Source: an optimization exercise on an open RTL-to-GDS flow (aim: small area and a short achievable clock period). Production flows keep margins and buffers that such runs may drop. In this exercise RTL edits were held to simulation tests only and were not proved equivalent to the original.

==> design.v <==
module signed_vector_division(in_vector_1, in_vector_2, clk, out_vector);
  parameter LEFT_SHIFT_RESOLUTION = 10;  
  input clk;
  input  [56:0] in_vector_1, in_vector_2;
  output [56:0] out_vector;
  reg [18:0] reg_x1, reg_x2;
  reg [18:0] reg_y1, reg_y2;   
  reg [18:0] reg_z1, reg_z2;
  reg [27:0] x1_left_shift, y1_left_shift, z1_left_shift;   
  reg x_sign_bit, y_sign_bit, z_sign_bit;
  reg [27:0] reg_x, reg_y, reg_z;      
  reg [56:0] reg_out_vector;           
  always @(posedge clk)
    begin : SIGNED_VECTOR_DIVISION
      reg_x1[18:0] = in_vector_1[56:38];             
      reg_x2[18:0] = in_vector_2[56:38];
      reg_y1[18:0] = in_vector_1[37:19];             
      reg_y2[18:0] = in_vector_2[37:19];
      reg_z1[18:0] = in_vector_1[18:0];              
      reg_z2[18:0] = in_vector_2[18:0];
      x1_left_shift[27:0] = reg_x1[17:0] << LEFT_SHIFT_RESOLUTION;  
      y1_left_shift[27:0] = reg_y1[17:0] << LEFT_SHIFT_RESOLUTION;   
      z1_left_shift[27:0] = reg_z1[17:0] << LEFT_SHIFT_RESOLUTION;  
      reg_x[27:0] <= x1_left_shift[27:0] / reg_x2[17:0]; 
      reg_y[27:0] <= y1_left_shift[27:0] / reg_y2[17:0];   
      reg_z[27:0] <= z1_left_shift[27:0] / reg_z2[17:0];
      x_sign_bit <= reg_x1[18] ^ reg_x2[18];
      y_sign_bit <= reg_y1[18] ^ reg_y2[18];
      z_sign_bit <= reg_z1[18] ^ reg_z2[18];
      reg_out_vector[56:0] <= { {x_sign_bit, reg_x[17:0]}, {y_sign_bit, reg_y[17:0]}, {z_sign_bit, reg_z[17:0]} };
    end
  assign out_vector[56:0] = reg_out_vector[56:0];
endmodule
==> run.sh <==
#!/bin/bash
# synth_recipe.tcl (not shown) runs the flow's synth.tcl, then flattens the netlist and writes it again
# the make line also repeats each setting of config.mk as NAME=value (left out here)
make -C /OpenROAD-flow-scripts/flow DESIGN_CONFIG=/design/flow/config.mk WORK_HOME=/design/flow/orfs CLKGATE_MAP_FILE= SYNTH_SCRIPT=/design/flow/synth_recipe.tcl finish
==> config.mk <==
export PLATFORM = sky130hd
export DESIGN_NAME = signed_vector_division
export DESIGN_NICKNAME = signed_vector_division
export VERILOG_FILES = /design/flow/design.v
export SDC_FILE = /design/flow/constraint.sdc
export NUM_CORES = 4
export LEC_CHECK = 0
export CAP_MARGIN = 20
export CORE_MARGIN = 2
export CORE_UTILIZATION = 40
export SLEW_MARGIN = 20
==> constraint.sdc <==
create_clock -name core_clock -period 80.0 [get_ports {clk}]
set_input_delay 16.0000 -clock core_clock [delete_from_list [all_inputs] [get_ports {clk}]]
set_output_delay 16.0000 -clock core_clock [all_outputs]
set_load 0.01 [all_outputs]
==> results of run 1 <==
per-stage QoR:
step | hold slack [ps] | TNS (ps) | setup slack (ps)
5_1_grt | 333 | -1230 | -575
3_3_place_gp | 310 | -1880 | -1300
3_5_place_dp | 312 | -4880 | -2020
4_1_cts | 317 | 0 | 5.48
2_1_floorplan | 310 | 0 | 5.81
6_report | 318 | 0 | 2540
state kept, by name, summed over array words and instances (netlist names):
register        flops
reg_z              18
reg_y              18
z_sign_bit          1
y_sign_bit          1
reg_x              18
x_sign_bit          1
reg_out_vector     57
repair_timing:
item / CTS / global route
cloned: 2 / 12
pin swaps: 12 / 244
setup endpoints to repair: 3 / 6
buffers inserted: 15 / 197
gates resized for setup: 56 / 707
synthesized netlist by cell type, types with 31 or more instances:
cell type and n:
nor3_1 314, and4_1 41, o21bai_1 82, dfxtp_1 114, xor2_1 198, a211oi_1 75
nand2_1 694, nand3_1 166, xnor2_1 420, buf_1 31, and2_1 79, a21oi_1 706
or4_1 31, nor2b_1 109, a21o_1 417, ha_1 1026, o31ai_1 123, a31oi_1 102
a211o_1 43, and3_1 68, mux2i_1 91, nor4_1 42, mux2_2 282, a21boi_0 47
or3_1 87, o21a_1 336, a221oi_1 33, or2_2 61, nor2_1 790, nand4_1 114
inv_1 333, o211ai_1 89, o21ai_0 527, nand2b_1 122, clkbuf_1 175
worst paths after layout:
path	startpoint	end	slack, ps	cells past startpoint
min	reg_y[17]	reg_out_vector[36]	320	0
max reg2reg	reg_x[14]	reg_out_vector[52]	79490	0
min reg2reg	reg_y[17]	reg_out_vector[36]	320	0
max	in_vector_2[11]	reg_z[0]	2540	312
cell families after synthesis:
kind of cell,share of synthesized area (%)
and+or+nand+nor,22.8
DFF,3.73
buffers and inverters,3.71
xor gates and xnor gates,8.86
muxes,6.94
AOI/OAI and AO/OA,32.8
adders and majority gates,21.1
layer usage:
layer	part of all wire (%)	track usage, %
met5	0	0
met4	3.3	8.53
met3	4.4	2.40
met2	47	45.7
met1	45	34.8
cell type report:
class                   count  area (sq um)
repair inverters            3          17.5
well taps                2030          2540
inverters                 353          1360
multi-input cells        7864         60000
flip-flops and latches    114          2280
fillers                 15044         76800
clock buffers              17           425
repair buffers            976          8260
clock inverters            15           146
==> flow_metrics.env, run 1 <==
export IMPL_die_area_sq_um=156000
export IMPL_status="timing/DRC/antenna clean"
export IMPL_syn_nets=9709
export IMPL_cts_hold_buf=0
export IMPL_critPathMaxStageDelay_ps=560
export IMPL_drc=0
export IMPL_fin_area_sq_um=75100
export IMPL_first_pass_iters=6
export IMPL_dr_first_iter_drc_count=4274
export IMPL_finalNetCount=10473
export IMPL_synth_seq_area_share_pct=3.73
export IMPL_vias=68381
export IMPL_cpMostUsedCell="o21a_1"
export IMPL_min_period_over_period_pct=96.8
export IMPL_final_cell_mix="ha_1, nor2_1, buf_4"
export IMPL_synthToLayoutAreaGrowth_pct=22.8
export IMPL_tightest_slew_ps=1050
export IMPL_fmax_mhz=12.9
export IMPL_critical_path_top_delay_family="compound AO/OA/AOI/OAI gates"
export IMPL_numPortBuffers=171
export IMPL_cp_arrival_ps=77930
export IMPL_async_flop_share_pct=0
export IMPL_synth_edff_count=0
export IMPL_gr_total_overflow=0
export IMPL_viasPerCell=6.01
export IMPL_start_kind="primary input"
export IMPL_path_max_fanout=11
export IMPL_cp_required_ps=80470
export IMPL_path_buf_inv=26
export IMPL_grt_usage_pct=26.6
export IMPL_synthFlopType="dfxtp_1"
export IMPL_ys_warn_count=1
export IMPL_hold_viol=0
export IMPL_die_x_um=395
export IMPL_instances_no_fill=11372
export IMPL_clockBufferDepth=2
export IMPL_crit_type="primary input to flop"
export IMPL_dp_cells=11114
export IMPL_clkSlewWorstSetupHoldPaths_ps=80
export IMPL_cts_inserted_buffers=17
export IMPL_synth_area_per_cell_sq_um=7.14
export IMPL_synth_area_top_cells="ha_1, xnor2_1, a21oi_1"
export IMPL_grt_pass1_wl_um=340000
export IMPL_synth_area_sq_um=61100
export IMPL_finClkSkew_ps=24.3
export IMPL_wirelength_um=222000
export IMPL_initial_utilization_pct=40.2
export IMPL_core_area_sq_um=152000
export IMPL_endpoint_kind="flop"
export IMPL_ios=172
export IMPL_antenna_found_initial=4
export IMPL_syn_instance_count=8565
export IMPL_rows=143
export IMPL_crit_path_top_delay_cell="or4_4"
export IMPL_mostFrequentLayoutCell="ha_1"
export IMPL_finalWeightedCongestion=0.956
export IMPL_clkLatencyLatePin_ps=600
export IMPL_grt_pass1_vias=63550
export IMPL_grt_max_degree=36
export IMPL_n_antenna_cell=0
export IMPL_cts_sinks=114
export IMPL_cts_tree="built"
export IMPL_cts_root_buf="clkbuf_16"
export IMPL_hpwl_um=171000
export IMPL_netlist_area_leader_share_pct=21.0
export IMPL_yosysTopAreaCell="ha_1"
export IMPL_setup_viol=0
export IMPL_hold_class="flop to flop"
export IMPL_post_route_min_period_ps=77460
export IMPL_drv_cap=0
export IMPL_ys_ff_latch=114
export IMPL_dpl_cell_area_sq_um=69200
export IMPL_drive_above_1_share_pct=19.7
export IMPL_relSlewSlack_pct=29.9
export IMPL_final_util_pct=49.4
export IMPL_die_y_um=395
export IMPL_cts_htree_levels=4
export IMPL_avgRoutedWirePerCell_um=19.6
export IMPL_report_final_slew_viol_count=0
export IMPL_synth_distinct_cells=123
export IMPL_postRouteAntennaNets=0
==> run 2: changes to the inputs <==
==> design.v (replaced) <==
module vd_front (
  input  [17:0] m1,
  input  [17:0] m2,
  output [16:0] dn,      
  output [17:0] r0,      
  output [7:0]  feed     
);
  wire [9:0] a = m1[17:8];
  wire [9:0] r [0:10];
  assign r[0] = 10'd0;
  genvar j;
  generate
    for (j = 1; j <= 10; j = j + 1) begin : rs
      wire [j-1:0] t;
      if (j == 1) begin : t1
        assign t = a[9];
      end else begin : tn
        assign t = {r[j-1][j-2:0], a[10-j]};
      end
      wire hi_zero = ~|m2[17:j];
      wire ge = hi_zero & (t >= m2[j-1:0]);
      wire [j-1:0] d = t - m2[j-1:0];
      wire [j-1:0] n = ge ? d : t;
      if (j < 10) begin : pad
        assign r[j] = {{(10-j){1'b0}}, n};
      end else begin : nopad
        assign r[j] = n;
      end
    end
  endgenerate
  wire c4 = ~|m2[17:2];
  wire [17:0] u1 = c4 ? {m2[1:0], 16'd0} : m2;
  wire c3 = ~|u1[17:10];
  wire [17:0] u2 = c3 ? {u1[9:0], 8'd0} : u1;
  wire c2 = ~|u2[17:14];
  wire [17:0] u3 = c2 ? {u2[13:0], 4'd0} : u2;
  wire c1 = ~|u3[17:16];
  wire [17:0] u4 = c1 ? {u3[15:0], 2'd0} : u3;
  wire c0 = ~u4[17];
  wire [17:0] u5 = c0 ? {u4[16:0], 1'b0} : u4;
  assign dn = u5[16:0];
  wire [34:0] y0 = {17'd0, r[10], m1[7:0]};
  wire [34:0] y1 = c4 ? {y0[18:0], 16'd0} : y0;
  wire [34:0] y2 = c3 ? {y1[26:0], 8'd0} : y1;
  wire [34:0] y3 = c2 ? {y2[30:0], 4'd0} : y2;
  wire [34:0] y4 = c1 ? {y3[32:0], 2'd0} : y3;
  wire [34:0] y5 = c0 ? {y4[33:0], 1'b0} : y4;
  assign r0 = y5[25:8];
  assign feed = y5[7:0];
endmodule
module vd_back (
  input  [16:0] dn,
  input  [17:0] r0,
  input  [7:0]  feed,
  output [17:0] q
);
  wire [19:0] dp = {3'b001, dn};     
  wire [19:0] ws [0:18];
  wire [19:0] wc [0:18];
  wire [17:0] pd, nd;
  assign ws[0] = {2'b00, r0};
  assign wc[0] = 20'd0;
  genvar k;
  generate
    for (k = 0; k < 18; k = k + 1) begin : st
      wire b = (k < 8) ? feed[7-k] : 1'b0;
      wire [19:0] vs = {ws[k][18:0], b};
      wire [19:0] vc = {wc[k][18:0], 1'b0};
      wire [3:0] est = ws[k][19:16] + wc[k][19:16];
      wire pos = ~est[3];
      wire zer = &est;
      wire neg = est[3] & ~zer;
      wire [19:0] op = ({20{pos}} & ~dp) | ({20{neg}} & dp);
      wire [19:0] sm = vs ^ vc ^ op;
      wire [19:0] cy = (vs & vc) | (vs & op) | (vc & op);
      assign ws[k+1] = sm;
      assign wc[k+1] = {cy[18:0], pos};
      assign pd[17-k] = pos;
      assign nd[17-k] = neg;
    end
  endgenerate
  wire [19:0] rf = ws[18] + wc[18];
  assign q = pd - nd - {17'd0, rf[19]};
endmodule
module signed_vector_division(in_vector_1, in_vector_2, clk, out_vector);
  input clk;
  input  [56:0] in_vector_1, in_vector_2;
  output [56:0] out_vector;
  reg [2:0]  s_r;
  reg [16:0] dn_r [0:2];
  reg [17:0] r0_r [0:2];
  reg [7:0]  fd_r [0:2];
  reg [56:0] out_r;
  wire [16:0] dn [0:2];
  wire [17:0] r0 [0:2];
  wire [7:0]  fd [0:2];
  wire [17:0] q  [0:2];
  genvar i;
  generate
    for (i = 0; i < 3; i = i + 1) begin : c
      vd_front f (.m1(in_vector_1[19*i+17:19*i]), .m2(in_vector_2[19*i+17:19*i]),
                  .dn(dn[i]), .r0(r0[i]), .feed(fd[i]));
      vd_back b (.dn(dn_r[i]), .r0(r0_r[i]), .feed(fd_r[i]), .q(q[i]));
      always @(posedge clk) begin
        s_r[i]  <= in_vector_1[19*i+18] ^ in_vector_2[19*i+18];
        dn_r[i] <= dn[i];
        r0_r[i] <= r0[i];
        fd_r[i] <= fd[i];
        out_r[19*i+18:19*i] <= {s_r[i], q[i]};
      end
    end
  endgenerate
  assign out_vector = out_r;
endmodule
==> run 2 against run 1 <==
Global-route usage fell by 1.4 points. Utilization fell by 6.4 points. Final area fell by 14%.
==> flow_metrics.env, run 2 <==
export IMPL_status="timing/DRC/antenna clean"
export IMPL_synth_seq_area_share_pct=6.31
export IMPL_fmax_mhz=17.9
export IMPL_ios=172
export IMPL_clkSlewWorstSetupHoldPaths_ps=90
export IMPL_synthFlopType="dfxtp_1"
export IMPL_cts_htree_levels=4
export IMPL_reg2reg_slack_ps=24140
export IMPL_hold_ws_ps=334
export IMPL_first_pass_iters=6
export IMPL_drc=0
export IMPL_numPortBuffers=171
export IMPL_fin_area_sq_um=64200
export IMPL_synth_edff_count=0
export IMPL_mostFrequentLayoutCell="fa_1"
export IMPL_grt_max_degree=57
export IMPL_dr_first_iter_drc_count=4101
export IMPL_top_layer="met5"
export IMPL_relSlewSlack_pct=24.0
export IMPL_wirelength_um=191000
export IMPL_die_area_sq_um=153000
export IMPL_instances_no_fill=9482
export IMPL_dr_wl_met3_um=12400
export IMPL_clockBufferDepth=2
export IMPL_final_cell_mix="fa_1, inv_1, nand2_1"
export IMPL_hpwl_um=154000
export IMPL_final_util_pct=43.0
export IMPL_cts_hold_buf=0
export IMPL_multiInputGateArea_sq_um=50900
export IMPL_holdPathStages=0
export IMPL_cts_inserted_buffers=17
export IMPL_endpoint_kind="flop"
export IMPL_crit_type="flop to flop"
export IMPL_rr_worst_depth=209
export IMPL_yosysMostFrequentCell="fa_1"
export IMPL_tightest_slew_ps=1140
export IMPL_vias=52553
export IMPL_largest_register_ffs=57
export IMPL_syn_instance_count=7572
export IMPL_critPathMaxStageDelay_ps=870
export IMPL_hold_start="s_r[0]"
export IMPL_crit_path_top_delay_cell="nor2_1"
export IMPL_wl_met2_um=90200
export IMPL_postRouteAntennaNets=0
export IMPL_antenna_found_initial=4
export IMPL_finalWeightedCongestion=0.944
export IMPL_rr_endpoint="out_r[36]"
export IMPL_setup_viol=0
export IMPL_synth_area_top_cells="fa_1, ha_1, dfxtp_1"
export IMPL_dp_cells=9447
export IMPL_clkLatencyLatePin_ps=560
export IMPL_cp_arrival_ps=56340
export IMPL_rsz0062_at_grt="false"
export IMPL_report_final_slew_viol_count=0
export IMPL_hold_class="flop to flop"
export IMPL_cp_required_ps=80480
export IMPL_reg_top3="out_r (57), r0_r (54), dn_r (51)"
export IMPL_rr_startpoint="dn_r[1][16]"
export IMPL_whs_endpoint="out_r[18]"
export IMPL_finalNetCount=9024
export IMPL_die_y_um=391
export IMPL_post_route_min_period_ps=55860
export IMPL_avgRoutedWirePerCell_um=20.1
export IMPL_synth_area_per_cell_sq_um=7.92
export IMPL_finalWorstSetupSlack_ps=24140
export IMPL_cpMostUsedCell="a21oi_1"
export IMPL_fillers=15026
export IMPL_min_period_over_period_pct=69.8
export IMPL_gr_total_overflow=0
export IMPL_grt_pass1_vias=52950
export IMPL_drv_cap=0
export IMPL_drive_above_1_share_pct=3.79
export IMPL_post_place_ws_ps=23900
export IMPL_synthTopCellsByCount="fa_1, inv_1, nand2_1"
export IMPL_yosysTopAreaCell="fa_1"
export IMPL_viasPerCell=5.54
export IMPL_cts_setup_buffers=0
export IMPL_path_max_fanout=24
export IMPL_grt_usage_pct=25.1
export IMPL_cts_sinks=189
export IMPL_hold_viol=0
export IMPL_grt_pass1_wl_um=304000
export IMPL_regArea_sq_um=3790
export IMPL_synthToLayoutAreaGrowth_pct=7.13
export IMPL_ys_warn_count=9
export IMPL_synth_area_sq_um=60000
export IMPL_largest_register="out_r"
export IMPL_ys_ff_latch=189
export IMPL_die_x_um=391
export IMPL_tns_ps=0
export IMPL_netlist_area_leader_share_pct=31.5
export IMPL_core_area_sq_um=149000
export IMPL_async_flop_share_pct=0
export IMPL_start_kind="flop"
export IMPL_initial_utilization_pct=40.1
export IMPL_finClkSkew_ps=20.2
export IMPL_rows=142
export IMPL_dpl_cell_area_sq_um=63500
export IMPL_synth_distinct_cells=101
export IMPL_post_cts_resize_count=0
export IMPL_cts_tree="built"
export IMPL_cts_root_buf="clkbuf_16"
export IMPL_syn_nets=9144
export IMPL_wl_met1_um=83100
[run 2: per-layer routing]
metal | vias to the layer above | track usage [%]
met5 | - | 0
met4 | 4 | 7.02
met3 | 276 | 3.06
met2 | 1787 | 42.2
met1 | 25591 | 34.0
li1 | 24895 | -
[run 2: kinds of logic (layout without fill, tap and decap cells)]
group,Yosys count,after routing,synth area share [%]
other,0,1,0
multiplexers,115,115,2.13
buffers and inverters,1405,1298,8.88
flip-flops,189,189,6.31
XOR/XNOR,365,365,5.95
AO/OA/AOI/OAI,2042,2042,20.0
AND/OR/NAND/NOR,1999,1999,14.5
adder cells (fa/ha/maj),1457,1457,42.2
[run 2: cell type report]
class                   instances  area share [%]
flip-flops and latches        189            5.89
clock inverters                15           0.343
inverters                     959            5.61
clock buffers                  17           0.662
diodes                          1         0.00390
multi-input cells            5978            79.3
well taps                    2016            3.93
repair buffers                307            4.29
[run 2: critical path, delay by kind of cell (launching register included)]
| kind | cells | cell delay (ps) |
|---|---|---|
| AO/OA/AOI/OAI | 62 | 12000 |
| AND/OR/NAND/NOR | 25 | 8770 |
| XOR/XNOR | 40 | 11480 |
| buffers and inverters | 44 | 8910 |
| adder cells (fa/ha/maj) | 38 | 14150 |
| flip-flops | 1 | 320 |
[run 2: how the worst max path moves through the flow]
stage           endpoint        start  cells after the start  slack, ps
2_1_floorplan  out_r[36]  dn_r[1][16]                    223      29960
3_3_place_gp   out_r[36]  dn_r[1][16]                    209      23890
3_5_place_dp   out_r[36]  dn_r[1][16]                    209      23900
4_1_cts        out_r[36]  dn_r[1][16]                    209      23780
5_1_grt        out_r[36]  dn_r[1][16]                    210      19220
6_report       out_r[36]  dn_r[1][16]                    209      24140

what the ideal ports hide:
The flow's constraints put no driver on any port. The routed layouts listed below were extracted and timed again, unchanged, in two steps.
Step 1 (the two cells are an assumption about what drives the block):
set clk [get_ports {clk}]
set_driving_cell -lib_cell sky130_fd_sc_hd__clkbuf_16 $clk
set_driving_cell -lib_cell sky130_fd_sc_hd__buf_2 [delete_from_list [all_inputs] $clk]
Step 2, shift: input delay + t, output delay - t, t = (earliest + latest rising clock arrival at the registers) / 2. This alone moves slack from input paths to output paths.
a / b / c = ideal / step 1 / step 2; a / b = the first two.
run | shift t [ns] | slack for setup (ns) | hold slack, ns
run 1 | 0.672 | 2.543 / 2.604 / 1.932 | 0.318 / 0.318 / 0.318
run 2 | 0.628 | 24.139 / 24.139 / 24.139 | 0.334 / 0.334 / 0.334
After both steps every run listed still meets setup and hold. For run 1, which loses most, drivers alone change the setup slack by +0.061 ns; drivers and shift together by -0.611 ns.
